Source: an optimization exercise on an open RTL-to-GDS flow (aim: small area and a short achievable clock period). Production flows keep margins and buffers that such runs may drop.
No run shown here included a check of the RTL's function; only the layout flow was run.
Power and IR drop assume default switching activity.

**design/flow/design.v**
```verilog
module pow_5_pipe
(
    input             clock,
    input      [17:0] n,
    output reg [17:0] n_pow_5
);
    reg [17:0] n_1;
    always @(posedge clock) n_1 <= n;
    wire [5:0] a_1 = n_1[5:0];
    wire [11:0] h_1 = n_1[17:6];
    wire [63:0] f_t_dec = 64'd1 << a_1;
    wire f_t_4 = |(f_t_dec & 64'h8282282882822828);
    wire f_t_5 = |(f_t_dec & 64'hc46eec466ec446ec);
    wire f_t_6 = |(f_t_dec & 64'h604ae2e04acae048);
    wire f_t_7 = |(f_t_dec & 64'h468aec2ae6a04688);
    wire f_t_8 = |(f_t_dec & 64'hce440a0864e40880);
    wire f_t_9 = |(f_t_dec & 64'h428ecaac0e42a640);
    wire f_t_10 = |(f_t_dec & 64'h3654f0901094de70);
    wire f_t_11 = |(f_t_dec & 64'h106e786ef40a3060);
    wire f_t_12 = |(f_t_dec & 64'h561646a0b8b4c840);
    wire f_t_13 = |(f_t_dec & 64'h9c3a7c9a28c26a00);
    wire f_t_14 = |(f_t_dec & 64'h8854120cec3c1a80);
    wire f_t_15 = |(f_t_dec & 64'h2988e390f95eb700);
    wire f_t_16 = |(f_t_dec & 64'hf7b0aa4e070ab400);
    wire f_t_17 = |(f_t_dec & 64'he5c2ef3058e09800);
    wire [63:0] a1_t_dec = 64'd1 << a_1;
    wire a1_t_4 = |(a1_t_dec & 64'h6c6c6c6c6c6c6c6c);
    wire a1_t_5 = |(a1_t_dec & 64'haa00aa00aa00aa0);
    wire a1_t_6 = |(a1_t_dec & 64'h466eecc4466eecc4);
    wire a1_t_7 = |(a1_t_dec & 64'h222a02228880a888);
    wire a1_t_8 = |(a1_t_dec & 64'h9ed21c589eda3c58);
    wire a1_t_9 = |(a1_t_dec & 64'haae4e60228664480);
    wire a1_t_10 = |(a1_t_dec & 64'h103c1e7cf672f8b0);
    wire a1_t_11 = |(a1_t_dec & 64'hea60e02a4ec2e8e0);
    wire [63:0] a2_t_dec = 64'd1 << a_1;
    wire a2_t_3 = |(a2_t_dec & 64'hee44ee44ee44ee44);
    wire a2_t_4 = |(a2_t_dec & 64'he04a4ae0e04a4ae0);
    wire [31:0] h2_t_dec = 32'd1 << h_1[4:0];
    wire h2_t_3 = |(h2_t_dec & 32'h28282828);
    wire h2_t_4 = |(h2_t_dec & 32'h1ab01ab0);
    reg [5:0] a_2;
    reg [11:0] h_2;
    reg f_2_4;
    reg f_2_5;
    reg f_2_6;
    reg f_2_7;
    reg f_2_8;
    reg f_2_9;
    reg f_2_10;
    reg f_2_11;
    reg f_2_12;
    reg f_2_13;
    reg f_2_14;
    reg f_2_15;
    reg f_2_16;
    reg f_2_17;
    reg a1_2_4;
    reg a1_2_5;
    reg a1_2_6;
    reg a1_2_7;
    reg a1_2_8;
    reg a1_2_9;
    reg a1_2_10;
    reg a1_2_11;
    reg a2_2_3;
    reg a2_2_4;
    reg h2_2_3;
    reg h2_2_4;
    always @(posedge clock) begin
        a_2 <= a_1;
        h_2 <= h_1;
        f_2_4 <= f_t_4;
        f_2_5 <= f_t_5;
        f_2_6 <= f_t_6;
        f_2_7 <= f_t_7;
        f_2_8 <= f_t_8;
        f_2_9 <= f_t_9;
        f_2_10 <= f_t_10;
        f_2_11 <= f_t_11;
        f_2_12 <= f_t_12;
        f_2_13 <= f_t_13;
        f_2_14 <= f_t_14;
        f_2_15 <= f_t_15;
        f_2_16 <= f_t_16;
        f_2_17 <= f_t_17;
        a1_2_4 <= a1_t_4;
        a1_2_5 <= a1_t_5;
        a1_2_6 <= a1_t_6;
        a1_2_7 <= a1_t_7;
        a1_2_8 <= a1_t_8;
        a1_2_9 <= a1_t_9;
        a1_2_10 <= a1_t_10;
        a1_2_11 <= a1_t_11;
        a2_2_3 <= a2_t_3;
        a2_2_4 <= a2_t_4;
        h2_2_3 <= h2_t_3;
        h2_2_4 <= h2_t_4;
    end
    wire w1 = ((a_2[0] & a_2[1]));
    wire w2 = ((a_2[0] & a_2[2]));
    wire w3 = ((a_2[0] & a_2[3]));
    wire w4 = a_2[0] & h_2[0];
    wire w5 = a_2[0] & h_2[1];
    wire w6 = a_2[0] & h_2[2];
    wire w7 = a_2[0] & h_2[3];
    wire w8 = a_2[0] & h_2[4];
    wire w9 = a_2[0] & h_2[5];
    wire w10 = a_2[0] & h_2[6];
    wire w11 = a_2[0] & h_2[7];
    wire w12 = a_2[0] & h_2[8];
    wire w13 = a_2[0] & h_2[9];
    wire w14 = a_2[0] & h_2[10];
    wire w15 = a_2[0] & h_2[11];
    wire w16 = a_2[0] & h_2[0];
    wire w17 = a_2[0] & h_2[1];
    wire w18 = a_2[0] & h_2[2];
    wire w19 = a_2[0] & h_2[3];
    wire w20 = a_2[0] & h_2[4];
    wire w21 = a_2[0] & h_2[5];
    wire w22 = a_2[0] & h_2[6];
    wire w23 = a_2[0] & h_2[7];
    wire w24 = a_2[0] & h_2[8];
    wire w25 = a_2[0] & h_2[9];
    wire w26 = a1_2_4 & h_2[0];
    wire w27 = a1_2_4 & h_2[1];
    wire w28 = a1_2_4 & h_2[2];
    wire w29 = a1_2_4 & h_2[3];
    wire w30 = a1_2_4 & h_2[4];
    wire w31 = a1_2_4 & h_2[5];
    wire w32 = a1_2_4 & h_2[6];
    wire w33 = a1_2_4 & h_2[7];
    wire w34 = a1_2_5 & h_2[0];
    wire w35 = a1_2_5 & h_2[1];
    wire w36 = a1_2_5 & h_2[2];
    wire w37 = a1_2_5 & h_2[3];
    wire w38 = a1_2_5 & h_2[4];
    wire w39 = a1_2_5 & h_2[5];
    wire w40 = a1_2_5 & h_2[6];
    wire w41 = a1_2_6 & h_2[0];
    wire w42 = a1_2_6 & h_2[1];
    wire w43 = a1_2_6 & h_2[2];
    wire w44 = a1_2_6 & h_2[3];
    wire w45 = a1_2_6 & h_2[4];
    wire w46 = a1_2_6 & h_2[5];
    wire w47 = a1_2_7 & h_2[0];
    wire w48 = a1_2_7 & h_2[1];
    wire w49 = a1_2_7 & h_2[2];
    wire w50 = a1_2_7 & h_2[3];
    wire w51 = a1_2_7 & h_2[4];
    wire w52 = a1_2_8 & h_2[0];
    wire w53 = a1_2_8 & h_2[1];
    wire w54 = a1_2_8 & h_2[2];
    wire w55 = a1_2_8 & h_2[3];
    wire w56 = a1_2_9 & h_2[0];
    wire w57 = a1_2_9 & h_2[1];
    wire w58 = a1_2_9 & h_2[2];
    wire w59 = a1_2_10 & h_2[0];
    wire w60 = a1_2_10 & h_2[1];
    wire w61 = a1_2_11 & h_2[0];
    wire w62 = a_2[0] & h_2[0];
    wire w63 = ((~h_2[0] & h_2[1]));
    wire w64 = a_2[0] & w63;
    wire w65 = a_2[0] & h2_2_3;
    wire w66 = a_2[0] & h2_2_4;
    wire w67 = ((a_2[0] & a_2[1]));
    wire w68 = w67 & h_2[0];
    wire w69 = ((~h_2[0] & h_2[1]));
    wire w70 = w67 & w69;
    wire w71 = w67 & h2_2_3;
    wire w72 = ((a_2[0] & ~a_2[2]));
    wire w73 = w72 & h_2[0];
    wire w74 = ((~h_2[0] & h_2[1]));
    wire w75 = w72 & w74;
    wire w76 = a2_2_3 & h_2[0];
    wire w77 = a2_2_4 & h_2[0];
    wire w78 = f_2_6 ^ w4;
    wire w79 = f_2_6 & w4;
    wire w80 = f_2_7 ^ w5 ^ w79;
    wire w81 = (f_2_7 & w5) | (f_2_7 & w79) | (w5 & w79);
    wire w82 = f_2_8 ^ w6 ^ w16;
    wire w83 = (f_2_8 & w6) | (f_2_8 & w16) | (w6 & w16);
    wire w84 = w82 ^ w81;
    wire w85 = w82 & w81;
    wire w86 = f_2_9 ^ w7 ^ w17;
    wire w87 = (f_2_9 & w7) | (f_2_9 & w17) | (w7 & w17);
    wire w88 = w83 ^ w86 ^ w85;
    wire w89 = (w83 & w86) | (w83 & w85) | (w86 & w85);
    wire w90 = f_2_10 ^ w8 ^ w18;
    wire w91 = (f_2_10 & w8) | (f_2_10 & w18) | (w8 & w18);
    wire w92 = w26 ^ w87 ^ w90;
    wire w93 = (w26 & w87) | (w26 & w90) | (w87 & w90);
    wire w94 = f_2_11 ^ w9 ^ w19;
    wire w95 = (f_2_11 & w9) | (f_2_11 & w19) | (w9 & w19);
    wire w96 = w27 ^ w34 ^ w91;
    wire w97 = (w27 & w34) | (w27 & w91) | (w34 & w91);
    wire w98 = w94 ^ w93 ^ w96;
    wire w99 = (w94 & w93) | (w94 & w96) | (w93 & w96);
    wire w100 = f_2_12 ^ w10 ^ w20;
    wire w101 = (f_2_12 & w10) | (f_2_12 & w20) | (w10 & w20);
    wire w102 = w28 ^ w35 ^ w41;
    wire w103 = (w28 & w35) | (w28 & w41) | (w35 & w41);
    wire w104 = w95 ^ w100 ^ w102;
    wire w105 = (w95 & w100) | (w95 & w102) | (w100 & w102);
    wire w106 = f_2_13 ^ w11 ^ w21;
    wire w107 = (f_2_13 & w11) | (f_2_13 & w21) | (w11 & w21);
    wire w108 = w29 ^ w36 ^ w42;
    wire w109 = (w29 & w36) | (w29 & w42) | (w36 & w42);
    wire w110 = w47 ^ w62 ^ w101;
    wire w111 = (w47 & w62) | (w47 & w101) | (w62 & w101);
    wire w112 = w103 ^ w106 ^ w108;
    wire w113 = (w103 & w106) | (w103 & w108) | (w106 & w108);
    wire w114 = f_2_14 ^ w12 ^ w22;
    wire w115 = (f_2_14 & w12) | (f_2_14 & w22) | (w12 & w22);
    wire w116 = w30 ^ w37 ^ w43;
    wire w117 = (w30 & w37) | (w30 & w43) | (w37 & w43);
    wire w118 = w48 ^ w52 ^ w68;
    wire w119 = (w48 & w52) | (w48 & w68) | (w52 & w68);
    wire w120 = w107 ^ w109 ^ w114;
    wire w121 = (w107 & w109) | (w107 & w114) | (w109 & w114);
    wire w122 = w116 ^ w118 ^ w111;
    wire w123 = (w116 & w118) | (w116 & w111) | (w118 & w111);
    wire w124 = f_2_15 ^ w13 ^ w23;
    wire w125 = (f_2_15 & w13) | (f_2_15 & w23) | (w13 & w23);
    wire w126 = w31 ^ w38 ^ w44;
    wire w127 = (w31 & w38) | (w31 & w44) | (w38 & w44);
    wire w128 = w49 ^ w53 ^ w56;
    wire w129 = (w49 & w53) | (w49 & w56) | (w53 & w56);
    wire w130 = w64 ^ w73 ^ w115;
    wire w131 = (w64 & w73) | (w64 & w115) | (w73 & w115);
    wire w132 = w117 ^ w119 ^ w124;
    wire w133 = (w117 & w119) | (w117 & w124) | (w119 & w124);
    wire w134 = w126 ^ w128 ^ w121;
    wire w135 = (w126 & w128) | (w126 & w121) | (w128 & w121);
    wire w136 = f_2_16 ^ w14 ^ w24;
    wire w137 = (f_2_16 & w14) | (f_2_16 & w24) | (w14 & w24);
    wire w138 = w32 ^ w39 ^ w45;
    wire w139 = (w32 & w39) | (w32 & w45) | (w39 & w45);
    wire w140 = w50 ^ w54 ^ w57;
    wire w141 = (w50 & w54) | (w50 & w57) | (w54 & w57);
    wire w142 = w59 ^ w65 ^ w70;
    wire w143 = (w59 & w65) | (w59 & w70) | (w65 & w70);
    wire w144 = w76 ^ w125 ^ w127;
    wire w145 = (w76 & w125) | (w76 & w127) | (w125 & w127);
    wire w146 = w129 ^ w136 ^ w138;
    wire w147 = (w129 & w136) | (w129 & w138) | (w136 & w138);
    wire w148 = w140 ^ w142 ^ w131;
    wire w149 = (w140 & w142) | (w140 & w131) | (w142 & w131);
    wire w150 = f_2_17 ^ w15 ^ w25;
    wire w151 = w33 ^ w40 ^ w46;
    wire w152 = w51 ^ w55 ^ w58;
    wire w153 = w60 ^ w61 ^ w66;
    wire w154 = w71 ^ w75 ^ w77;
    wire w155 = w137 ^ w139 ^ w141;
    wire w156 = w143 ^ w150 ^ w151;
    wire w157 = w152 ^ w153 ^ w154;
    wire w158 = w145 ^ w147 ^ w155;
    reg [34:0] t_3;
    always @(posedge clock) begin
        t_3[0] <= a_2[0];
        t_3[1] <= w1;
        t_3[2] <= w2;
        t_3[3] <= w3;
        t_3[4] <= f_2_4;
        t_3[5] <= f_2_5;
        t_3[6] <= w78;
        t_3[7] <= w80;
        t_3[8] <= w84;
        t_3[9] <= w88;
        t_3[10] <= w92;
        t_3[11] <= w89;
        t_3[12] <= w98;
        t_3[13] <= w97;
        t_3[14] <= w104;
        t_3[15] <= w99;
        t_3[16] <= w105;
        t_3[17] <= w110;
        t_3[18] <= w112;
        t_3[19] <= w113;
        t_3[20] <= w120;
        t_3[21] <= w122;
        t_3[22] <= w130;
        t_3[23] <= w132;
        t_3[24] <= w123;
        t_3[25] <= w134;
        t_3[26] <= w133;
        t_3[27] <= w144;
        t_3[28] <= w146;
        t_3[29] <= w135;
        t_3[30] <= w148;
        t_3[31] <= w156;
        t_3[32] <= w157;
        t_3[33] <= w149;
        t_3[34] <= w158;
    end
    wire w159 = t_3[13] ^ t_3[14] ^ t_3[15];
    wire w160 = (t_3[13] & t_3[14]) | (t_3[13] & t_3[15]) | (t_3[14] & t_3[15]);
    wire w161 = t_3[16] ^ t_3[17] ^ t_3[18];
    wire w162 = (t_3[16] & t_3[17]) | (t_3[16] & t_3[18]) | (t_3[17] & t_3[18]);
    wire w163 = t_3[19] ^ t_3[20] ^ t_3[21];
    wire w164 = (t_3[19] & t_3[20]) | (t_3[19] & t_3[21]) | (t_3[20] & t_3[21]);
    wire w165 = t_3[22] ^ t_3[23] ^ t_3[24];
    wire w166 = (t_3[22] & t_3[23]) | (t_3[22] & t_3[24]) | (t_3[23] & t_3[24]);
    wire w167 = t_3[25] ^ w164 ^ w165;
    wire w168 = (t_3[25] & w164) | (t_3[25] & w165) | (w164 & w165);
    wire w169 = t_3[26] ^ t_3[27] ^ t_3[28];
    wire w170 = (t_3[26] & t_3[27]) | (t_3[26] & t_3[28]) | (t_3[27] & t_3[28]);
    wire w171 = t_3[29] ^ t_3[30] ^ w166;
    wire w172 = (t_3[29] & t_3[30]) | (t_3[29] & w166) | (t_3[30] & w166);
    wire w173 = w169 ^ w168 ^ w171;
    wire w174 = (w169 & w168) | (w169 & w171) | (w168 & w171);
    wire w175 = t_3[31] ^ t_3[32] ^ t_3[33];
    wire w176 = t_3[34] ^ w170 ^ w175;
    wire w177 = w172 ^ w176 ^ w174;
    wire [11:0] s0 = {w177, w173, w167, w162, w160, w159, t_3[12], t_3[10], t_3[9], t_3[8], t_3[7], t_3[6]};
    wire [11:0] s1 = {1'b0, 1'b0, 1'b0, w163, w161, 1'b0, 1'b0, t_3[11], 1'b0, 1'b0, 1'b0, 1'b0};
    always @(posedge clock) n_pow_5 <= {s0 + s1, t_3[5], t_3[4], t_3[3], t_3[2], t_3[1], t_3[0]};
endmodule
```
**design/flow/run.sh**
```bash
#!/bin/bash
# synth_recipe.tcl (not shown) runs the flow's synth.tcl, then flattens the netlist and writes it again
# the make line also repeats each setting of config.mk as NAME=value (left out here)
make -C /OpenROAD-flow-scripts/flow DESIGN_CONFIG=/design/flow/config.mk WORK_HOME=/design/flow/orfs CLKGATE_MAP_FILE= SYNTH_SCRIPT=/design/flow/synth_recipe.tcl finish
```
**design/flow/config.mk**
```make
export PLATFORM = sky130hd
export DESIGN_NAME = pow_5_pipe
export DESIGN_NICKNAME = pow_5_pipe
export VERILOG_FILES = /design/flow/design.v
export SDC_FILE = /design/flow/constraint.sdc
export NUM_CORES = 4
export LEC_CHECK = 0
export CAP_MARGIN = 20
export CORE_MARGIN = 2
export CORE_UTILIZATION = 40
export CTS_BUF_LIST = sky130_fd_sc_hd__clkbuf_4 sky130_fd_sc_hd__clkbuf_8
export CTS_CLUSTER_DIAMETER = 60
export CTS_CLUSTER_SIZE = 40
export SETUP_SLACK_MARGIN = 4.3
export SLEW_MARGIN = 20
```
**design/flow/constraint.sdc**
```tcl
create_clock -name core_clock -period 6.4 [get_ports {clock}]
set_input_delay 1.2800 -clock core_clock [delete_from_list [all_inputs] [get_ports {clock}]]
set_output_delay 1.2800 -clock core_clock [all_outputs]
set_load 0.01 [all_outputs]
```
==> results of run 1 <==
## kinds of logic (layout without fill, tap and decap cells)
kind of cell,after synthesis,count (layout),share of synthesized area [%]
AOI/OAI and AO/OA,125,125,14.4
xor gates and xnor gates,39,39,6.44
adders and majority gates,48,48,16.9
buffers and inverters,76,121,6.44
DFF,113,113,41.7
and+or+nand+nor,157,157,14.1
## layout make-up
cell class / count / area [µm²]
clock buffer: 22 / 290
clock inverter: 10 / 133
timing repair buffer: 49 / 424
inverter: 39 / 150
multi-input combinational: 369 / 2880
sequential: 113 / 2290
timing repair inverter: 1 / 5.00
tap: 176 / 220
fill: 1246 / 6860
## placed cells by master (no fill, tap or decap), types with 11 or more instances in the layout
cell type / instances
o22ai_1: 14
dfxtp_2: 13
clkdlybuf4s50_1: 18
a21oi_1: 42
fa_1: 33
clkbuf_8: 20
xnor2_1: 27
o21ai_1: 11
nor2_1: 25
o21ai_0: 18
inv_1: 34
buf_2: 12
dfxtp_1: 98
nand2_1: 58
and2_1: 22
## cells in the mapped netlist, types with 3 or more instances
library cell / n
and2_1: 26
a22o_1: 4
nand2_1: 61
o31ai_1: 3
nand3_1: 6
nor3_1: 8
and3_1: 3
nor2b_1: 9
buf_4: 6
clkbuf_1: 7
xor2_1: 9
ha_1: 6
o22ai_1: 14
o21ai_1: 11
nand2b_1: 6
dfxtp_1: 113
buf_2: 21
inv_1: 37
xnor2_1: 29
fa_1: 42
nor2_1: 26
o221ai_1: 6
a31oi_1: 3
a21oi_1: 42
o21ai_0: 18
## metrics by stage
step | total power (W) | hold WS, ns | std cells | worst slack, ns
detailed placement | 0.00159 | 0.312 | 739 | 3.91
global placement | 0.00157 | 0.311 | 739 | 4.01
global route | 0.00239 | 0.331 | 779 | 4.05
finish | 0.00224 | 0.327 | 779 | 4.20
floorplan | 0.00140 | 0.310 | 558 | 4.23
CTS | 0.00227 | 0.330 | 774 | 4.17
## where the power goes
| group | total [W] | internal (W) | switching, W |
|---|---|---|---|
| clock | 0.000697 | 0.000422 | 0.000276 |
| combinational | 0.000643 | 0.000324 | 0.000319 |
| sequential | 0.000904 | 0.000842 | 0.0000623 |
## sequential cells by signal, summed over array words and instances (netlist names), 4 cells and up
register  count
a_2           4
h_2          12
n_1          18
n_pow_5      18
t_3          35
## worst min-delay path by stage
| stage | endpoint | slack [ns] |
|---|---|---|
| floorplan | h_2[10] | 0.31 |
| global placement | h_2[6] | 0.31 |
| detailed placement | n_pow_5[2] | 0.31 |
| CTS | n_pow_5[4] | 0.33 |
| global route | h_2[5] | 0.33 |
| finish | h_2[5] | 0.33 |
## worst max-delay path: stages, from the launching register on
cell and delay [ns]:
dfxtp_2 0.33, fa_2 0.37, inv_2 0.06, fa_1 0.43
fa_2 0.37, xnor2_2 0.14, xnor2_1 0.16, xnor2_1 0.15
xnor2_1 0.13
## layer usage
layer / wire [µm] / vias up / GRT usage [%]
met5: 0 / - / 0
met4: 260 / 0 / 7.56
met3: 683 / 18 / 4.95
met2: 5540 / 135 / 26.7
met1: 5490 / 1902 / 23.4
li1: - / 1911 / -
## what timing repair did
item,CTS,global route
setup buffers,2,5
cloned,1,0
setup endpoints to repair,32,28
pin swaps,1,5
gates resized for setup,98,16
==> flow_summary_export.csv, run 1 <==
group,metric,value,unit
outcome,status,"timing/DRC/antenna clean",
floorplanning,coreArea,13200,µm²
floorplanning,start_util,40.9,%
layout,antenna_cells,0,
timing,relSlewSlack,59.5,%
drt,dr.pass1.iters,5,
timing,drv_slew,0,
drt,detail_route.wl_per_cell,15.4,µm
setup_path,crit_path_start_kind,"flop",
drt,postRouteAntennaNets,0,
timing,setup_viol,0,
timing,rsz0062_at_grt,"yes",
logic_synthesis,synthDistinctLibCells,55,
setup_path,startpoint,"t_3[22]",
setup_path,r2r_end,"n_pow_5[17]",
logic_synthesis,syn_area,5420,µm²
pwr,ir_drop,161,µV
placement,gp_congestion,0.853,
drt,num_vias,3966,
setup_path,required,6.76,ns
logic_synthesis,syn-num-nets,625,
layout,nets,657,
clock_tree,cts.sinks,113,
placement,io_buffers,36,
logic_synthesis,netlist_top_cells_area,"dfxtp_1, fa_1, xnor2_1, nand2_1, a21oi_1",
floorplanning,dieWidth,120,µm
timing,hold_violations,0,
timing,max_freq,0.454,GHz
timing,fin_crit,2.20,ns
setup_path,arrival,2.57,ns
drt,drc,0,
global_route,grt_antenna_before_repair,0,
layout,syn2layout_area_growth,17.8,%
clock_tree,hold_buffers,0,
logic_synthesis,synth_edf_count,0,
logic_synthesis,synth_top_cell_by_area,"dfxtp_1",
timing,fin_tns_setup,0,ns
floorplanning,row_count,42,
setup_path,cp_max_fo,1,
clock_tree,root_buffer,"clkbuf_8",
logic_synthesis,yosysWarningCount,1,
job,maxCapViolCount,0,
logic_synthesis,seq_area_frac_synth,41.7,%
setup_path,crit_type,"reg2reg",
clock_tree,clk_latency,0.43,ns
drt,viasPerCell,5.09,
global_route,grt_pass1_vias,3870,
setup_path,reg2reg_from,"t_3[22]",
global_route,track_usage,17.6,%
drt,routed_wl,12000,µm
drt,drt-initial-drc-count,355,
min_path,min_from,"n_1[11]",
layout,fin_util,48.2,%
clock_tree,cts.path.max_buffers,2,
min_path,whs_path_depth,0,
setup_path,cp-endpoint,"n_pow_5[17]",
timing,period_share,34.4,%
global_route,grt_pass1_wl,19600,µm
timing,worst_pin_slew,0.608,ns
layout,stdcell_area,6380,µm²
logic_synthesis,yosysTopAreaCellShare,41.7,%
layout,drive_above_1_share,18.9,%
logic_synthesis,ys_seq_elements,113,
logic_synthesis,syn_inst,558,
min_path,hp-class,"reg2reg",
clock_tree,tritoncts.num_buffers,17,
clock_tree,h-tree-depth,4,
floorplanning,die_h,120,µm
setup_path,r2r_slack,4.20,ns
placement,post-dp-hpwl,8180,µm
logic_synthesis,synthArstFlopShare,0,%
logic_synthesis,synth_area_per_cell,9.71,µm²
setup_path,r2r_cells,8,
timing,clock_skew,0.0104,ns
placement,placed_area,5880,µm²
pwr,p_per_area,352,nW/µm²
floorplanning,io_pins,37,
clock_tree,cts_tree,"done",
setup_path,critPathCaptureType,"flop",
pwr,p_leak,2.66,nW
global_route,grt_max_degree,66,
clock_tree,path_clk_slew,0.07,ns
floorplanning,dieArea,14500,µm²
logic_synthesis,yosys_most_used_dff,"dfxtp_1",
global_route,overflow,0,
==> inputs of run 2 (changes only) <==
--- a/design/flow/config.mk
+++ b/design/flow/config.mk
@@ -6,4 +6,5 @@
 export NUM_CORES = 4
 export LEC_CHECK = 0
+export ABC_CLOCK_PERIOD_IN_PS = 2200
 export CAP_MARGIN = 20
 export CORE_MARGIN = 2
==> run 2 against run 1 <==
  * Largest cell class unchanged
  * Clock skew unchanged
  * Global-route usage did not move
  * Critical path type unchanged
  * Utilization unchanged
  * Still clean on timing, DRC and antenna
==> flow_summary_export.csv, run 2 <==
group,metric,value,unit
layout,antenna_cells,0,
drt,detail_route.wl_per_cell,15.4,µm
clock_tree,hold_buffers,0,
timing,relSlewSlack,59.5,%
pwr,p_per_area,352,nW/µm²
placement,dp.cells,739,
logic_synthesis,netlist_top_cells_area,"dfxtp_1, fa_1, xnor2_1, nand2_1, a21oi_1",
clock_tree,tritoncts.num_buffers,17,
logic_synthesis,yosys.area_share.adder,16.9,%
timing,setup_slack,4.20,ns
timing,clock_skew,0.0104,ns
logic_synthesis,synth_mux_area_share,0,%
logic_synthesis,syn_area,5420,µm²
layout,fin_util,48.2,%
logic_synthesis,synth_area_per_cell,9.71,µm²
global_route,grt_busiest_layer,"met2",
logic_synthesis,ys_seq_elements,113,
layout,final_cells,779,
drt,dr.pass1.iters,5,
floorplanning,coreArea,13200,µm²
pwr,p_leak,2.66,nW
pwr,swShare,29.3,%
floorplanning,die_h,120,µm
layout,mostFrequentLayoutCell,"dfxtp_1",
drt,num_vias,3966,
global_route,globalRouteMet1Util,23.4,%
clock_tree,clk_latency,0.43,ns
layout,largest_reg_flops,35,
placement,post-dp-hpwl,8180,µm
timing,worst_pin_slew,0.608,ns
clock_tree,cts_tree,"done",
logic_synthesis,synth_compound_area_share,14.4,%
placement,io_buffers,36,
global_route,overflow,0,
logic_synthesis,synth_top_cell_by_area,"dfxtp_1",
timing,fin_crit,2.20,ns
job,maxCapViolCount,0,
drt,routed_wl,12000,µm
setup_path,required,6.76,ns
pwr,p_int,0.00159,W
global_route,grt_pass1_wl,19600,µm
pwr,p_comb_share,28.7,%
min_path,hp-class,"reg2reg",
floorplanning,row_count,42,
setup_path,critPathCaptureType,"flop",
placement,pre_cts_slack,3.91,ns
logic_synthesis,yosys_most_used_dff,"dfxtp_1",
layout,top_register,"t_3",
global_route,grt_max_degree,66,
logic_synthesis,yosysWarningCount,1,
logic_synthesis,yosys.area_share.simple,14.1,%
setup_path,cp_max_fo,1,
timing,fin_tns_setup,0,ns
timing,setup_viol,0,
clock_tree,h-tree-depth,4,
logic_synthesis,syn-num-nets,625,
clock_tree,root_buffer,"clkbuf_8",
pwr,total_power,0.00224,W
pwr,p_seq_share,40.3,%
logic_synthesis,synthTopCellsByCount,"dfxtp_1, nand2_1, a21oi_1, fa_1, inv_1",
setup_path,crit_path_start_kind,"flop",
clock_tree,cts.sinks,113,
global_route,track_usage,17.6,%
logic_synthesis,synthDistinctLibCells,55,
logic_synthesis,synth_edf_count,0,
drt,postRouteAntennaNets,0,
drt,drt-initial-drc-count,355,
placement,gp_congestion,0.853,
global_route,grt_pass1_vias,3870,
pwr,p_sw,0.000658,W
layout,fillers,1246,
global_route,use_met2,26.7,%
layout,drive_above_1_share,18.9,%
floorplanning,dieArea,14500,µm²
logic_synthesis,syn_inst,558,
timing,drv_slew,0,
timing,period_share,34.4,%
logic_synthesis,synth-xor-area-share,6.44,%
setup_path,crit_type,"reg2reg",
drt,viasPerCell,5.09,
global_route,grt_antenna_before_repair,0,
timing,hold_violations,0,
logic_synthesis,synth_most_common_cell,"dfxtp_1",
setup_path,arrival,2.57,ns
layout,most-common-layout-cells,"dfxtp_1, nand2_1, a21oi_1, inv_1, fa_1",
layout,reg.largest.list,"t_3: 35 flops, n_1: 18 flops, n_pow_5: 18 flops",
global_route,met3_usage,4.95,%
drt,drc,0,
pwr,p_clk_share,31.1,%
pwr,ir_drop,161,µV
layout,nets,657,
floorplanning,io_pins,37,
clock_tree,path_clk_slew,0.07,ns
floorplanning,start_util,40.9,%
floorplanning,dieWidth,120,µm
logic_synthesis,synthArstFlopShare,0,%
clock_tree,cts.path.max_buffers,2,
outcome,status,"timing/DRC/antenna clean",
timing,rsz0062_at_grt,"yes",
logic_synthesis,synth_top_family_by_area,"adder cells",
timing,max_freq,0.454,GHz
logic_synthesis,seq_area_frac_synth,41.7,%
layout,syn2layout_area_growth,17.8,%
logic_synthesis,yosysTopAreaCellShare,41.7,%
## run 2: worst paths after layout
path / start / endpoint / slack [ns] / cells past startpoint
setup / recovery: t_3[22] / n_pow_5[17] / 4.20 / 8
hold / removal: n_1[11] / h_2[5] / 0.33 / 0
setup reg to reg: t_3[22] / n_pow_5[17] / 4.20 / 8
hold reg to reg: n_1[11] / h_2[5] / 0.33 / 0
## run 2: cell type report
cell class | instances | area [µm²] | share of cell area [%]
multi-input cells | 369 | 2880 | 45.0
flip-flops and latches | 113 | 2290 | 35.8
repair buffers | 49 | 424 | 6.64
clock buffers | 22 | 290 | 4.55
well taps | 176 | 220 | 3.45
inverters | 39 | 150 | 2.35
clock inverters | 10 | 133 | 2.08
repair inverters | 1 | 5.00 | 0.0784
## run 2: cell families (layout without fill, tap and decap cells)
family / after synthesis / count (layout)
flops: 113 / 113
xor+xnor: 39 / 39
buf+inv: 76 / 121
compound gates: 125 / 125
fa+ha+maj: 48 / 48
simple gates: 157 / 157
## run 2: per-stage QoR
stage	area [µm²]	hold slack, ns
6_report	6380	0.327
3_3_place_gp	5880	0.311
2_1_floorplan	5480	0.310
4_1_cts	6290	0.330
3_5_place_dp	5880	0.312
5_1_grt	6380	0.331
## run 2: routing by layer
layer	vias to the layer above	share of wire, %
met1	1902	46
met4	0	2.2
met5	-	0
met3	18	5.7
li1	1911	-
met2	135	46
## run 2: repair_timing
action / in CTS / in global routing
gates resized for setup: 98 / 16
pin swaps: 1 / 5
buffers inserted: 2 / 5
endpoints found under the setup margin: 32 / 28
hold endpoints to repair: 0 / 0
gates cloned: 1 / 0
## run 2: worst max-delay path, cell delays in order, from the launching register on
cell     delay, ns
dfxtp_2       0.33
fa_2          0.37
inv_2         0.06
fa_1          0.43
fa_2          0.37
xnor2_2       0.14
xnor2_1       0.16
xnor2_1       0.15
xnor2_1       0.13
## run 2: power by group through the flow
stage | registers (W) | logic [W] | clock network, W
6_report | 0.000904 | 0.000643 | 0.000697
5_1_grt | 0.000915 | 0.000733 | 0.000741
4_1_cts | 0.000906 | 0.000649 | 0.000711
3_5_place_dp | 0.000921 | 0.000672 | 0
3_3_place_gp | 0.000918 | 0.000655 | 0
2_1_floorplan | 0.000919 | 0.000485 | 0
==> inputs of run 3 (changes only) <==
--- a/design/flow/design.v
+++ b/design/flow/design.v
@@ -309,9 +309,13 @@
     wire w173 = w169 ^ w168 ^ w171;
     wire w174 = (w169 & w168) | (w169 & w171) | (w168 & w171);
-    wire w175 = t_3[31] ^ t_3[32] ^ t_3[33];
-    wire w176 = t_3[34] ^ w170 ^ w175;
-    wire w177 = w172 ^ w176 ^ w174;
-    wire [11:0] s0 = {w177, w173, w167, w162, w160, w159, t_3[12], t_3[10], t_3[9], t_3[8], t_3[7], t_3[6]};
+    wire w175 = t_3[31] ^ t_3[32];
+    wire w176 = t_3[33] ^ t_3[34];
+    wire w177 = w175 ^ w176;
+    wire w178 = w177 ^ w170;
+    wire w179 = w178 ^ w172;
+    wire w180 = w179 ^ w174;
+    wire [11:0] s0 = {1'b0, w173, w167, w162, w160, w159, t_3[12], t_3[10], t_3[9], t_3[8], t_3[7], t_3[6]};
     wire [11:0] s1 = {1'b0, 1'b0, 1'b0, w163, w161, 1'b0, 1'b0, t_3[11], 1'b0, 1'b0, 1'b0, 1'b0};
-    always @(posedge clock) n_pow_5 <= {s0 + s1, t_3[5], t_3[4], t_3[3], t_3[2], t_3[1], t_3[0]};
+    wire [11:0] sum = s0 + s1;
+    always @(posedge clock) n_pow_5 <= {sum[11] ^ w180, sum[10:0], t_3[5], t_3[4], t_3[3], t_3[2], t_3[1], t_3[0]};
 endmodule
--- a/design/flow/config.mk
+++ b/design/flow/config.mk
@@ -6,5 +6,4 @@
 export NUM_CORES = 4
 export LEC_CHECK = 0
-export ABC_CLOCK_PERIOD_IN_PS = 2200
 export CAP_MARGIN = 20
 export CORE_MARGIN = 2
@@ -13,4 +12,5 @@
 export CTS_CLUSTER_DIAMETER = 60
 export CTS_CLUSTER_SIZE = 40
+export PLACE_DENSITY = 0.75
 export SETUP_SLACK_MARGIN = 4.3
 export SLEW_MARGIN = 20
==> run 3 against run 2 <==
  * Critical path depth is the same
  * Sequential power is essentially flat
  * Via count grew 2.3%
  * Largest cell class unchanged
==> flow_summary_export.csv, run 3 <==
group,metric,value,unit
outcome,status,"timing/DRC/antenna clean",
setup_path,cp_max_fo,1,
drt,postRouteAntennaNets,0,
setup_path,arrival,2.59,ns
clock_tree,tritoncts.num_buffers,17,
timing,max_freq,0.449,GHz
global_route,grt_max_degree,58,
layout,antenna_cells,0,
logic_synthesis,seq_area_frac_synth,41.4,%
layout,largest_reg_flops,35,
drt,detail_route.wl_per_cell,15.5,µm
layout,fillers,1236,
logic_synthesis,synthTopCellsByCount,"dfxtp_1, nand2_1, a21oi_1",
floorplanning,start_util,41.1,%
logic_synthesis,syn_inst,566,
placement,gp_congestion,0.879,
timing,period_share,34.8,%
pwr,p_leak,2.62,nW
global_route,grt_pass1_vias,3999,
placement,pre_cts_slack,4.09,ns
global_route,globalRouteMet1Util,20.8,%
layout,seq_area,2280,µm²
logic_synthesis,yosysTopAreaCellShare,41.4,%
timing,fin_crit,2.23,ns
timing,hold_ws,0.325,ns
clock_tree,cts.path.max_buffers,2,
logic_synthesis,syn-num-nets,633,
clock_tree,path_clk_slew,0.07,ns
layout,syn2layout_area_growth,16.2,%
layout,mostFrequentLayoutCell,"dfxtp_1",
placement,post-dp-hpwl,8200,µm
layout,reg.largest.list,"t_3: 35 flops, n_1: 18 flops, n_pow_5: 18 flops",
logic_synthesis,synthArstFlopShare,0,%
floorplanning,coreArea,13300,µm²
setup_path,crit_path_start_kind,"flop",
timing,drv_slew,0,
logic_synthesis,synth_most_common_cell,"dfxtp_1",
logic_synthesis,ys_seq_elements,113,
global_route,grt_antenna_before_repair,0,
logic_synthesis,yosysWarningCount,1,
drt,viasPerCell,5.20,
logic_synthesis,synth_area_per_cell,9.65,µm²
global_route,grt_busiest_layer,"met2",
drt,num_vias,4059,
logic_synthesis,yosys_most_used_dff,"dfxtp_1",
global_route,met3_usage,4.65,%
global_route,overflow,0,
layout,nets,659,
layout,drive_above_1_share,18.4,%
clock_tree,hold_buffers,0,
clock_tree,clk_latency,0.43,ns
setup_path,critPathCaptureType,"flop",
layout,final_cells,780,
clock_tree,root_buffer,"clkbuf_8",
timing,worst_pin_slew,0.547,ns
clock_tree,cts_tree,"done",
layout,most-common-layout-cells,"dfxtp_1, nand2_1, a21oi_1, o21ai_0, fa_1",
global_route,grt_pass1_wl,19500,µm
floorplanning,io_pins,37,
drt,drt-initial-drc-count,364,
logic_synthesis,netlist_top_cells_area,"dfxtp_1, fa_1, nand2_1, xnor2_1, a21oi_1",
timing,relSlewSlack,63.5,%
timing,hold_violations,0,
floorplanning,dieWidth,121,µm
logic_synthesis,synthDistinctLibCells,58,
drt,routed_wl,12100,µm
layout,top_register,"t_3",
global_route,use_met2,28.8,%
drt,dr.pass1.iters,5,
clock_tree,h-tree-depth,4,
setup_path,crit_type,"reg2reg",
floorplanning,die_h,121,µm
placement,dp.cells,746,
timing,setup_viol,0,
floorplanning,row_count,42,
logic_synthesis,synth_edf_count,0,
drt,drc,0,
placement,io_buffers,36,
timing,rsz0062_at_grt,"yes",
logic_synthesis,syn_area,5460,µm²
global_route,track_usage,17.4,%
timing,setup_slack,4.17,ns
floorplanning,dieArea,14600,µm²
timing,clock_skew,0.00963,ns
setup_path,required,6.76,ns
pwr,total_power,0.00216,W
pwr,p_per_area,340,nW/µm²
layout,multiInputGateArea,2960,µm²
pwr,ir_drop,147,µV
job,maxCapViolCount,0,
min_path,hp-class,"reg2reg",
logic_synthesis,synth_top_cell_by_area,"dfxtp_1",
clock_tree,cts.sinks,113,
timing,fin_tns_setup,0,ns
run 3: logic make-up after synthesis:
family	after synthesis	synth area share [%]
multiplexers	3	0.550
adder cells (fa/ha/maj)	48	16.8
XOR/XNOR	34	5.59
flip-flops	113	41.4
buffers and inverters	71	5.61
AO/OA/AOI/OAI	136	15.4
AND/OR/NAND/NOR	161	14.6
run 3: final timing paths:
path           start     endpoint  slack, ns  depth (start not counted)
min reg2reg  n_1[14]       h_2[8]       0.32                          0
max          t_3[22]  n_pow_5[17]       4.17                          8
max reg2reg  t_3[22]  n_pow_5[17]       4.17                          8
min          n_1[14]       h_2[8]       0.32                          0
run 3: final cells by class:
type / instances / area share, %
Inverter: 33 / 2.07
Clock buffer: 22 / 4.57
Multi-Input combinational cell: 382 / 46.7
Timing Repair Buffer: 45 / 5.93
Tap cell: 176 / 3.47
Clock inverter: 9 / 1.32
Sequential cell: 113 / 36.0
run 3: critical path, cell delays in order (launching register included):
cell and delay (ns):
dfxtp_2 0.32, fa_2 0.37, inv_2 0.07, fa_1 0.44, fa_2 0.37, xnor2_2 0.17
xnor2_1 0.14, xnor2_1 0.15, xnor2_1 0.13
run 3: metal layers:
layer	vias up	wire length, µm
li1	1940	-
met1	1926	4910
met2	168	6120
met3	25	813
met4	0	242
met5	-	0
run 3: timing repair:
item,4_1_cts,5_1_grt
pin swaps,1,7
buffers inserted,1,2
resized for setup,78,36
setup endpoints to repair,27,32
hold endpoints to repair,0,0
run 3: stage by stage:
step | utilization, % | cell area [µm²]
4_1_cts | 46.9 | 6230
5_1_grt | 47.8 | 6350
2_1_floorplan | - | 5500
6_report | 47.8 | 6350
3_3_place_gp | 44.6 | 5930
3_5_place_dp | 44.6 | 5930
run 3: where the power goes:
part	switching (W)	internal [W]
sequential	0.0000616	0.000840
combinational	0.000320	0.000318
clock	0.000278	0.000342
total	0.000659	0.00150
==> inputs of run 4 (changes only) <==
==> design/flow/flow/run.sh (new file) <==
#!/bin/bash
# The standard layout, with these changes to how the layout is made:
#  - synthesis skips Yosys's early "abc -fast" pass (synth -noabc), so that extract_fa
#    finds the carry-save adder tree as the RTL writes it; everything else in the
#    synthesis script is the standard flow's (including -nofsm -noshare, flatten and renaming)
#  - port buffers use sky130_fd_sc_hd__buf_1 (every input and output still gets its own buffer)
#  - clock tree synthesis does not add dummy load cells
set -o pipefail
export BUFFER_PORTS_ARGS="-buffer_cell sky130_fd_sc_hd__buf_1"
export CTS_ARGS="-sink_clustering_enable -repair_clock_nets -dont_use_dummy_load -sink_clustering_size 40 -sink_clustering_max_diameter 60 -buf_list {sky130_fd_sc_hd__clkbuf_4 sky130_fd_sc_hd__clkbuf_8}"
sed '1s/yosys synth -nofsm -noshare /yosys synth -nofsm -noshare -noabc /' synth_recipe.tcl > flow_synth.tcl
sed "s#SYNTH_SCRIPT=[^ ]*synth_recipe.tcl#SYNTH_SCRIPT=$PWD/flow_synth.tcl#" standard.sh > flow_standard.sh
grep -q -- "-noabc" flow_synth.tcl && grep -q "flow_synth.tcl" flow_standard.sh || { echo "could not set up synthesis script" > standard.log; exit 1; }
bash flow_standard.sh finish > standard.log 2>&1
==> design/flow/standard.sh (new file) <==
#!/bin/bash
# synth_recipe.tcl (not shown) runs the flow's synth.tcl, then flattens the netlist and writes it again
# the make line also repeats each setting of config.mk as NAME=value (left out here)
make -C /OpenROAD-flow-scripts/flow DESIGN_CONFIG=/design/flow/config.mk WORK_HOME=/design/flow/orfs CLKGATE_MAP_FILE= SYNTH_SCRIPT=/design/flow/synth_recipe.tcl "${@:-finish}"
--- a/design/flow/config.mk
+++ b/design/flow/config.mk
@@ -13,4 +13,4 @@
 export CTS_CLUSTER_SIZE = 40
 export PLACE_DENSITY = 0.75
-export SETUP_SLACK_MARGIN = 4.3
+export SETUP_SLACK_MARGIN = 4.2
 export SLEW_MARGIN = 20
removed: design/flow/run.sh
==> run 4 against run 3 <==
  * Die area decreased by 1.4%
  * Flip-flop and latch count unchanged
  * Worst setup slack improved by 0.010 ns
  * Sequential power increased by 0.8%
  * Sequential share of layout area increased by 2.7 points
  * Power decreased by 7.5%
  * Utilization decreased by 3.2 points
  * Synthesized area decreased by 1.5%
  * Clock skew increased by 0.011 ns
  * Combinational power decreased by 1%
  * Register-to-register slack about the same
  * Highest routed layer unchanged
==> flow_summary_export.csv, run 4 <==
group,metric,value,unit
logic_synthesis,synth_most_common_cell,"dfxtp_1",
layout,antenna_cells,0,
setup_path,arrival,2.59,ns
layout,top_register,"t_3",
logic_synthesis,yosys.area_share.simple,15.3,%
pwr,ir_drop,134,µV
logic_synthesis,syn-num-nets,593,
placement,post-dp-hpwl,8250,µm
logic_synthesis,synth_mux_area_share,0.186,%
timing,hold_violations,0,
logic_synthesis,synthArstFlopShare,0,%
placement,pre_cts_slack,3.99,ns
global_route,track_usage,17.4,%
logic_synthesis,synth_compound_area_share,14.9,%
job,maxCapViolCount,0,
clock_tree,cts.sinks,113,
clock_tree,root_buffer,"clkbuf_8",
pwr,swShare,30.3,%
layout,mostFrequentLayoutCell,"dfxtp_1",
clock_tree,tritoncts.num_buffers,17,
setup_path,cp_max_fo,1,
layout,multiInputGateArea,2920,µm²
pwr,p_seq_share,45.5,%
clock_tree,h-tree-depth,4,
timing,rsz0062_at_grt,"yes",
logic_synthesis,seq_area_frac_synth,42.0,%
logic_synthesis,synth_edf_count,0,
global_route,overflow,0,
layout,seq_area,2270,µm²
pwr,p_comb_share,31.5,%
drt,num_vias,3844,
floorplanning,row_count,42,
layout,most-common-layout-cells,"dfxtp_1, and2_1, fa_1, a21oi_1, nor2_1",
timing,fin_crit,2.22,ns
logic_synthesis,synth-xor-area-share,6.02,%
layout,fillers,1260,
floorplanning,start_util,40.8,%
clock_tree,cts.path.max_buffers,2,
pwr,p_sw,0.000606,W
timing,setup_viol,0,
setup_path,critPathCaptureType,"flop",
setup_path,required,6.77,ns
setup_path,r2r_cells,7,
layout,reg.largest.list,"t_3: 35 flops, n_1: 18 flops, n_pow_5: 18 flops",
clock_tree,path_clk_slew,0.07,ns
clock_tree,clk_latency,0.44,ns
min_path,hp-class,"reg2reg",
outcome,status,"timing/DRC/antenna clean",
layout,final_cells,728,
logic_synthesis,synth_top_cell_by_area,"dfxtp_1",
floorplanning,dieWidth,120,µm
logic_synthesis,synthTopCellsByCount,"dfxtp_1, and2_1, fa_1",
clock_tree,hold_buffers,0,
drt,detail_route.wl_per_cell,15.9,µm
timing,setup_slack,4.18,ns
drt,viasPerCell,5.28,
global_route,grt_pass1_vias,3816,
pwr,p_clk_share,23.0,%
logic_synthesis,synth_top_family_by_area,"adder cells",
logic_synthesis,yosys.area_share.adder,17.2,%
global_route,grt_antenna_before_repair,0,
timing,period_share,34.6,%
logic_synthesis,synthDistinctLibCells,56,
drt,dr.pass1.iters,6,
timing,fin_tns_setup,0,ns
layout,syn2layout_area_growth,9.21,%
layout,largest_reg_flops,35,
setup_path,cp_slowest_stage_delay,0.46,ns
drt,postRouteAntennaNets,0,
pwr,p_leak,2.36,nW
timing,relSlewSlack,52.1,%
logic_synthesis,yosysWarningCount,1,
floorplanning,die_h,120,µm
logic_synthesis,syn_area,5380,µm²
logic_synthesis,netlist_top_cells_area,"dfxtp_1, fa_1, and2_1, xnor2_1, a21oi_1",
floorplanning,io_pins,37,
setup_path,critPathBufInv,0,
drt,drc,0,
layout,drive_above_1_share,10.9,%
clock_tree,cts_tree,"done",
layout,nets,621,
logic_synthesis,yosys_most_used_dff,"dfxtp_1",
logic_synthesis,syn_inst,526,
min_path,whs_path_depth,0,
drt,routed_wl,11600,µm
setup_path,slowest_stage,"fa_2",
timing,worst_pin_slew,0.717,ns
timing,max_freq,0.451,GHz
setup_path,cp_top_family,"adder cells",
drt,drt-initial-drc-count,510,
floorplanning,dieArea,14400,µm²
setup_path,cp_cell_sequence,"fa_2, fa_2, fa_2, xnor2_2, xnor2_1, xnor2_1, xnor2_1",
setup_path,cp.depth,7,
timing,drv_slew,0,
placement,gp_congestion,0.905,
global_route,grt_max_degree,59,
pwr,p_per_area,340,nW/µm²
placement,io_buffers,36,
timing,clock_skew,0.0210,ns
pwr,p_int,0.00139,W
floorplanning,coreArea,13200,µm²
setup_path,crit_type,"reg2reg",
setup_path,crit_path_start_kind,"flop",
global_route,grt_pass1_wl,19200,µm
logic_synthesis,yosysTopAreaCellShare,42.0,%
placement,dp.cells,711,
logic_synthesis,ys_seq_elements,113,
logic_synthesis,synth_area_per_cell,10.2,µm²
run 4: through the flow:
step           power (W)  utilization, %  hold slack, ns  instance area (µm²)
6_report         0.00200            44.5           0.318                 5880
3_3_place_gp     0.00149            42.3           0.312                 5580
3_5_place_dp     0.00153            42.3           0.314                 5580
4_1_cts          0.00201            44.3           0.321                 5840
2_1_floorplan    0.00138               -           0.310                 5380
5_1_grt          0.00213            44.5           0.331                 5880
run 4: cell families after synthesis:
group,Yosys count
simple gates,158
buf+inv,41
fa+ha+maj,49
xor+xnor,37
flops,113
mux,1
compound gates,127
run 4: area by class of cell:
class / count / share of cell area (%)
multi-input cells: 372 / 49.6
flip-flops and latches: 113 / 38.7
inverters: 8 / 0.511
clock buffers: 17 / 3.98
well taps: 176 / 3.75
repair buffers: 42 / 3.45
run 4: worst paths after layout:
check | from | end | slack, ns
worst max-delay path | t_3[24] | n_pow_5[17] | 4.18
worst min-delay path | t_3[5] | n_pow_5[5] | 0.32
worst max register to register | t_3[24] | n_pow_5[17] | 4.18
worst min register to register | t_3[5] | n_pow_5[5] | 0.32
run 4: layer usage:
layer | vias up | GRT usage (%) | share of wire, %
met3 | 15 | 5.28 | 7.1
met4 | 0 | 6.69 | 1.7
met5 | - | 0 | 0
met1 | 1854 | 22.3 | 43
li1 | 1827 | - | -
met2 | 148 | 27.5 | 48
run 4: power by group through the flow:
| stage | Clock, W | Sequential, W | Combinational [W] |
|---|---|---|---|
| after floorplan | 0 | 0.000922 | 0.000458 |
| after global placement | 0 | 0.000918 | 0.000576 |
| after detailed placement | 0 | 0.000924 | 0.000607 |
| after CTS | 0.000478 | 0.000909 | 0.000628 |
| after global routing | 0.000506 | 0.000923 | 0.000705 |
| final | 0.000459 | 0.000909 | 0.000630 |
run 4: repair_timing:
item                       CTS  global route
pin swaps                    7             6
buffers inserted             0             0
setup endpoints to repair   11            18
resized for setup            9            22
==> inputs of run 5 (changes only) <==
--- a/design/flow/design.v
+++ b/design/flow/design.v
@@ -246,14 +246,25 @@
     wire w148 = w140 ^ w142 ^ w131;
     wire w149 = (w140 & w142) | (w140 & w131) | (w142 & w131);
-    wire w150 = f_2_17 ^ w15 ^ w25;
-    wire w151 = w33 ^ w40 ^ w46;
-    wire w152 = w51 ^ w55 ^ w58;
-    wire w153 = w60 ^ w61 ^ w66;
-    wire w154 = w71 ^ w75 ^ w77;
-    wire w155 = w137 ^ w139 ^ w141;
-    wire w156 = w143 ^ w150 ^ w151;
-    wire w157 = w152 ^ w153 ^ w154;
-    wire w158 = w145 ^ w147 ^ w155;
-    reg [34:0] t_3;
+    wire w150 = f_2_17 ^ w15;
+    wire w151 = w25 ^ w33;
+    wire w152 = w40 ^ w46;
+    wire w153 = w51 ^ w55;
+    wire w154 = w58 ^ w60;
+    wire w155 = w61 ^ w66;
+    wire w156 = w71 ^ w75;
+    wire w157 = w77 ^ w150;
+    wire w158 = w151 ^ w152;
+    wire w159 = w153 ^ w154;
+    wire w160 = w155 ^ w156;
+    wire w161 = w157 ^ w158;
+    wire w162 = w159 ^ w160;
+    wire w163 = w137 ^ w139;
+    wire w164 = w141 ^ w143;
+    wire w165 = w161 ^ w162;
+    wire w166 = w163 ^ w164;
+    wire w167 = w165 ^ w166;
+    wire w168 = w145 ^ w147;
+    wire w169 = w167 ^ w168;
+    reg [32:0] t_3;
     always @(posedge clock) begin
         t_3[0] <= a_2[0];
@@ -288,34 +299,29 @@
         t_3[29] <= w135;
         t_3[30] <= w148;
-        t_3[31] <= w156;
-        t_3[32] <= w157;
-        t_3[33] <= w149;
-        t_3[34] <= w158;
+        t_3[31] <= w149;
+        t_3[32] <= w169;
     end
-    wire w159 = t_3[13] ^ t_3[14] ^ t_3[15];
-    wire w160 = (t_3[13] & t_3[14]) | (t_3[13] & t_3[15]) | (t_3[14] & t_3[15]);
-    wire w161 = t_3[16] ^ t_3[17] ^ t_3[18];
-    wire w162 = (t_3[16] & t_3[17]) | (t_3[16] & t_3[18]) | (t_3[17] & t_3[18]);
-    wire w163 = t_3[19] ^ t_3[20] ^ t_3[21];
-    wire w164 = (t_3[19] & t_3[20]) | (t_3[19] & t_3[21]) | (t_3[20] & t_3[21]);
-    wire w165 = t_3[22] ^ t_3[23] ^ t_3[24];
-    wire w166 = (t_3[22] & t_3[23]) | (t_3[22] & t_3[24]) | (t_3[23] & t_3[24]);
-    wire w167 = t_3[25] ^ w164 ^ w165;
-    wire w168 = (t_3[25] & w164) | (t_3[25] & w165) | (w164 & w165);
-    wire w169 = t_3[26] ^ t_3[27] ^ t_3[28];
-    wire w170 = (t_3[26] & t_3[27]) | (t_3[26] & t_3[28]) | (t_3[27] & t_3[28]);
-    wire w171 = t_3[29] ^ t_3[30] ^ w166;
-    wire w172 = (t_3[29] & t_3[30]) | (t_3[29] & w166) | (t_3[30] & w166);
-    wire w173 = w169 ^ w168 ^ w171;
-    wire w174 = (w169 & w168) | (w169 & w171) | (w168 & w171);
-    wire w175 = t_3[31] ^ t_3[32];
-    wire w176 = t_3[33] ^ t_3[34];
-    wire w177 = w175 ^ w176;
-    wire w178 = w177 ^ w170;
-    wire w179 = w178 ^ w172;
-    wire w180 = w179 ^ w174;
-    wire [11:0] s0 = {1'b0, w173, w167, w162, w160, w159, t_3[12], t_3[10], t_3[9], t_3[8], t_3[7], t_3[6]};
-    wire [11:0] s1 = {1'b0, 1'b0, 1'b0, w163, w161, 1'b0, 1'b0, t_3[11], 1'b0, 1'b0, 1'b0, 1'b0};
-    wire [11:0] sum = s0 + s1;
-    always @(posedge clock) n_pow_5 <= {sum[11] ^ w180, sum[10:0], t_3[5], t_3[4], t_3[3], t_3[2], t_3[1], t_3[0]};
+    wire w170 = t_3[13] ^ t_3[14] ^ t_3[15];
+    wire w171 = (t_3[13] & t_3[14]) | (t_3[13] & t_3[15]) | (t_3[14] & t_3[15]);
+    wire w172 = t_3[16] ^ t_3[17] ^ t_3[18];
+    wire w173 = (t_3[16] & t_3[17]) | (t_3[16] & t_3[18]) | (t_3[17] & t_3[18]);
+    wire w174 = t_3[19] ^ t_3[20] ^ t_3[21];
+    wire w175 = (t_3[19] & t_3[20]) | (t_3[19] & t_3[21]) | (t_3[20] & t_3[21]);
+    wire w176 = t_3[22] ^ t_3[23] ^ t_3[24];
+    wire w177 = (t_3[22] & t_3[23]) | (t_3[22] & t_3[24]) | (t_3[23] & t_3[24]);
+    wire w178 = t_3[25] ^ w175 ^ w176;
+    wire w179 = (t_3[25] & w175) | (t_3[25] & w176) | (w175 & w176);
+    wire w180 = t_3[26] ^ t_3[27] ^ t_3[28];
+    wire w181 = (t_3[26] & t_3[27]) | (t_3[26] & t_3[28]) | (t_3[27] & t_3[28]);
+    wire w182 = t_3[29] ^ t_3[30] ^ w177;
+    wire w183 = (t_3[29] & t_3[30]) | (t_3[29] & w177) | (t_3[30] & w177);
+    wire w184 = w180 ^ w179 ^ w182;
+    wire w185 = (w180 & w179) | (w180 & w182) | (w179 & w182);
+    wire w186 = t_3[31] ^ t_3[32];
+    wire w187 = w186 ^ w181;
+    wire w188 = w187 ^ w183;
+    wire w189 = w188 ^ w185;
+    wire [11:0] s0 = {w189, w184, w178, w173, w171, w170, t_3[12], t_3[10], t_3[9], t_3[8], t_3[7], t_3[6]};
+    wire [11:0] s1 = {1'b0, 1'b0, 1'b0, w174, w172, 1'b0, 1'b0, t_3[11], 1'b0, 1'b0, 1'b0, 1'b0};
+    always @(posedge clock) n_pow_5 <= {s0 + s1, t_3[5], t_3[4], t_3[3], t_3[2], t_3[1], t_3[0]};
 endmodule
==> design/flow/run.sh (new file) <==
#!/bin/bash
# synth_recipe.tcl (not shown) runs the flow's synth.tcl, then flattens the netlist and writes it again
# the make line also repeats each setting of config.mk as NAME=value (left out here)
make -C /OpenROAD-flow-scripts/flow DESIGN_CONFIG=/design/flow/config.mk WORK_HOME=/design/flow/orfs CLKGATE_MAP_FILE= SYNTH_SCRIPT=/design/flow/synth_recipe.tcl finish
--- a/design/flow/config.mk
+++ b/design/flow/config.mk
@@ -12,5 +12,4 @@
 export CTS_CLUSTER_DIAMETER = 60
 export CTS_CLUSTER_SIZE = 40
-export PLACE_DENSITY = 0.75
-export SETUP_SLACK_MARGIN = 4.2
+export SETUP_SLACK_MARGIN = 4.3
 export SLEW_MARGIN = 20
removed: design/flow/flow/run.sh
removed: design/flow/standard.sh
==> run 5 against run 4 <==
  * First-iteration DRC count shrank 43%
  * Power shrank 3.2%
  * Cell count grew 3.3%
  * Clock-buffer cell count shrank 8
  * Fmax shrank 2.4%
  * Largest cell class unchanged
  * Highest routed layer unchanged
==> flow_summary_export.csv, run 5 <==
group,metric,value,unit
clock_tree,tritoncts.num_buffers,9,
global_route,grt_max_degree,52,
timing,fin_crit,2.27,ns
placement,post-dp-hpwl,8490,µm
job,maxCapViolCount,0,
pwr,p_seq_share,45.4,%
timing,clock_skew,0.0120,ns
setup_path,crit_type,"reg2reg",
drt,viasPerCell,5.04,
floorplanning,start_util,40.5,%
setup_path,slowest_stage,"dfxtp_4",
setup_path,reg2reg_from,"a_2[0]",
setup_path,cp_cell_sequence,"and2_1, fa_2, fa_2, xnor2_2, xnor2_1, xnor2_1, xnor3_1, xnor2_1",
clock_tree,h-tree-depth,3,
timing,fin_tns_setup,0,ns
global_route,grt_pass1_vias,3735,
clock_tree,root_buffer,"clkbuf_8",
timing,worst_pin_slew,0.558,ns
global_route,overflow,0,
logic_synthesis,synthDistinctLibCells,53,
min_path,whs_path_depth,0,
pwr,p_int,0.00132,W
layout,nets,639,
drt,drt-initial-drc-count,290,
setup_path,cp_slowest_stage_delay,0.38,ns
placement,io_buffers,36,
setup_path,r2r_cells,8,
setup_path,critPathCaptureType,"flop",
setup_path,arrival,2.55,ns
clock_tree,cts.sinks,111,
placement,gp_congestion,0.905,
layout,most-common-layout-cells,"dfxtp_1, nand2_1, a21oi_1, inv_1, nor2_1",
logic_synthesis,syn_inst,538,
global_route,grt_pass1_wl,19600,µm
layout,syn2layout_area_growth,16.8,%
timing,relSlewSlack,62.3,%
floorplanning,dieWidth,119,µm
layout,drive_above_1_share,19.6,%
drt,drc,0,
pwr,p_per_area,312,nW/µm²
logic_synthesis,synth_area_per_cell,9.86,µm²
logic_synthesis,synthArstFlopShare,0,%
pwr,swShare,31.8,%
setup_path,crit_path_start_kind,"flop",
floorplanning,dieArea,14200,µm²
logic_synthesis,ys_seq_elements,111,
pwr,ir_drop,110,µV
timing,max_freq,0.440,GHz
setup_path,r2r_slack,4.13,ns
layout,largest_reg_flops,33,
timing,setup_viol,0,
logic_synthesis,synth_edf_count,0,
layout,stdcell_area,6200,µm²
logic_synthesis,synth_top_cell_by_area,"dfxtp_1",
global_route,grt_antenna_before_repair,0,
pwr,p_leak,2.53,nW
pwr,p_sw,0.000615,W
layout,fillers,1245,
timing,drv_slew,0,
clock_tree,cts_tree,"done",
floorplanning,coreArea,13100,µm²
setup_path,r2r_end,"t_3[32]",
floorplanning,io_pins,37,
clock_tree,path_clk_slew,0.10,ns
logic_synthesis,netlist_top_cells_area,"dfxtp_1, fa_1, xnor2_1, nand2_1, and2_1",
drt,detail_route.wl_per_cell,15.9,µm
logic_synthesis,yosysTopAreaCellShare,41.9,%
pwr,p_comb_share,32.5,%
layout,fin_util,47.4,%
layout,antenna_cells,0,
outcome,status,"timing/DRC/antenna clean",
layout,top_register,"t_3",
setup_path,cp_common_cell,"xnor2_1",
layout,reg.largest.list,"t_3: 33 flops, n_1: 18 flops, n_pow_5: 18 flops",
min_path,min_from,"n_1[10]",
drt,num_vias,3793,
logic_synthesis,synthTopCellsByCount,"dfxtp_1, nand2_1, fa_1",
layout,mostFrequentLayoutCell,"dfxtp_1",
timing,rsz0062_at_grt,"yes",
min_path,hp-class,"reg2reg",
drt,routed_wl,12000,µm
timing,period_share,35.5,%
drt,postRouteAntennaNets,0,
floorplanning,die_h,119,µm
setup_path,cp_max_fo,6,
placement,placed_area,5810,µm²
logic_synthesis,syn_area,5310,µm²
logic_synthesis,synth_most_common_cell,"dfxtp_1",
logic_synthesis,yosysWarningCount,1,
logic_synthesis,seq_area_frac_synth,41.9,%
logic_synthesis,syn-num-nets,605,
setup_path,required,6.68,ns
global_route,track_usage,17.8,%
timing,hold_violations,0,
clock_tree,cts.path.max_buffers,2,
floorplanning,row_count,42,
clock_tree,clk_latency,0.39,ns
logic_synthesis,yosys_most_used_dff,"dfxtp_1",
min_path,min_to,"h_2[4]",
drt,dr.pass1.iters,5,
pwr,p_clk_share,22.1,%
[run 5: changes by cell type after synthesis, sizes merged, moves of 6 or more]
| cell | previous run | this run |
|---|---|---|
| a211oi | 2 | 8 |
| a21oi | 36 | 30 |
| and2 | 47 | 30 |
| inv | 7 | 39 |
| nand2 | 35 | 56 |
| nand2b | 16 | 6 |
| o21ai | 31 | 24 |
| o221ai | 3 | 9 |
| xnor2 | 31 | 24 |
| xor2 | 6 | 13 |
[run 5: area by class of cell]
| cell class | instances | area, µm² | share of cell area, % |
|---|---|---|---|
| Sequential cell | 111 | 2240 | 36.1 |
| Multi-Input combinational cell | 354 | 2910 | 47.0 |
| Timing Repair Buffer | 56 | 455 | 7.35 |
| Inverter | 40 | 166 | 2.69 |
| Tap cell | 176 | 220 | 3.55 |
| Clock inverter | 6 | 78.8 | 1.27 |
| Clock buffer | 9 | 124 | 2.00 |
[run 5: how the worst max path moves through the flow]
| stage | depth (start not counted) | to | start |
|---|---|---|---|
| 3_5_place_dp | 9 | t_3[32] | a_2[0] |
| 4_1_cts | 8 | t_3[32] | a_2[0] |
| 5_1_grt | 9 | t_3[32] | a1_2_4 |
| 3_3_place_gp | 9 | t_3[32] | a_2[0] |
| 6_report | 8 | t_3[32] | a_2[0] |
| 2_1_floorplan | 10 | t_3[32] | a_2[0] |
[run 5: kinds of logic after synthesis]
logic type	Yosys count	share of synthesized area (%)
AOI/OAI and AO/OA	116	14.4
DFF	111	41.9
and+or+nand+nor	151	14.0
muxes	1	0.189
buffers and inverters	73	5.78
xor gates and xnor gates	38	6.53
adders and majority gates	48	17.3
[run 5: per-stage QoR]
stage	cells	worst slack [ns]	power, W	hold WS (ns)
2_1_floorplan	538	4.10	0.00135	0.310
3_3_place_gp	723	3.74	0.00152	0.313
5_1_grt	752	4.00	0.00208	0.338
3_5_place_dp	723	3.57	0.00154	0.312
4_1_cts	747	4.11	0.00196	0.335
6_report	752	4.13	0.00193	0.333
[run 5: what timing repair did]
item	CTS	global route
hold buffers	0	0
setup buffers	9	5
pin swaps	21	11
resized for setup	120	16
endpoints found under the setup margin	32	32
[run 5: worst max-delay path, delay by kind of cell, from the launching register on]
| family | cells | cell delay [ns] |
|---|---|---|
| adders and majority gates | 2 | 0.73 |
| and+or+nand+nor | 1 | 0.16 |
| DFF | 1 | 0.38 |
| xor gates and xnor gates | 5 | 0.89 |
[run 5: power groups by stage]
stage | sequential [W] | clock (W) | combinational, W
2_1_floorplan | 0.000897 | 0 | 0.000448
3_3_place_gp | 0.000894 | 0 | 0.000621
3_5_place_dp | 0.000896 | 0 | 0.000641
4_1_cts | 0.000879 | 0.000447 | 0.000630
5_1_grt | 0.000892 | 0.000474 | 0.000714
6_report | 0.000878 | 0.000428 | 0.000628
[run 5: layer usage]
metal  share of wire [%]  GRT usage [%]  vias up  wire length [µm]
met3                 5.4           3.26       26               644
met2                  48           28.6      110              5730
li1                    -              -     1852                 -
met5                   0              0        -                 0
met4                 2.6           8.71        0               314
met1                  44           23.1     1805              5270

==> port drivers added, routing unchanged <==
No port has a modelled driver above. Below, the same layouts with a new extraction and two added sets of constraints.
Step 1 (the two cells are an assumption about what drives the block):
set clk [get_ports {clock}]
set_driving_cell -lib_cell sky130_fd_sc_hd__clkbuf_16 $clk
set_driving_cell -lib_cell sky130_fd_sc_hd__buf_2 [delete_from_list [all_inputs] $clk]
Step 2 adds t to the input delays and takes it off the output delays; t is the mean of the earliest and latest rising clock arrival at the registers after step 1. Input paths then give back, and output paths get back, about the clock's delay inside the block.
a / b / c = ideal ports / drivers / drivers and shift; a / b = the first two.
| run | shift t [ns] | setup slack, ns | worst register clock-pin slew, ns | pins driven straight from the clock port |
|---|---|---|---|---|
| run 1 | 0.457 | 4.197 / 4.197 / 4.197 | 0.07 / 0.07 | 1 |
| run 2 | 0.457 | 4.197 / 4.197 / 4.197 | 0.07 / 0.07 | 1 |
| run 3 | 0.457 | 4.174 / 4.174 / 4.174 | 0.07 / 0.07 | 1 |
| run 4 | 0.462 | 4.185 / 4.185 / 4.185 | 0.07 / 0.07 | 1 |
| run 5 | 0.418 | 4.129 / 4.129 / 4.129 | 0.11 / 0.11 | 1 |
After both steps setup and hold are still met in every run listed.
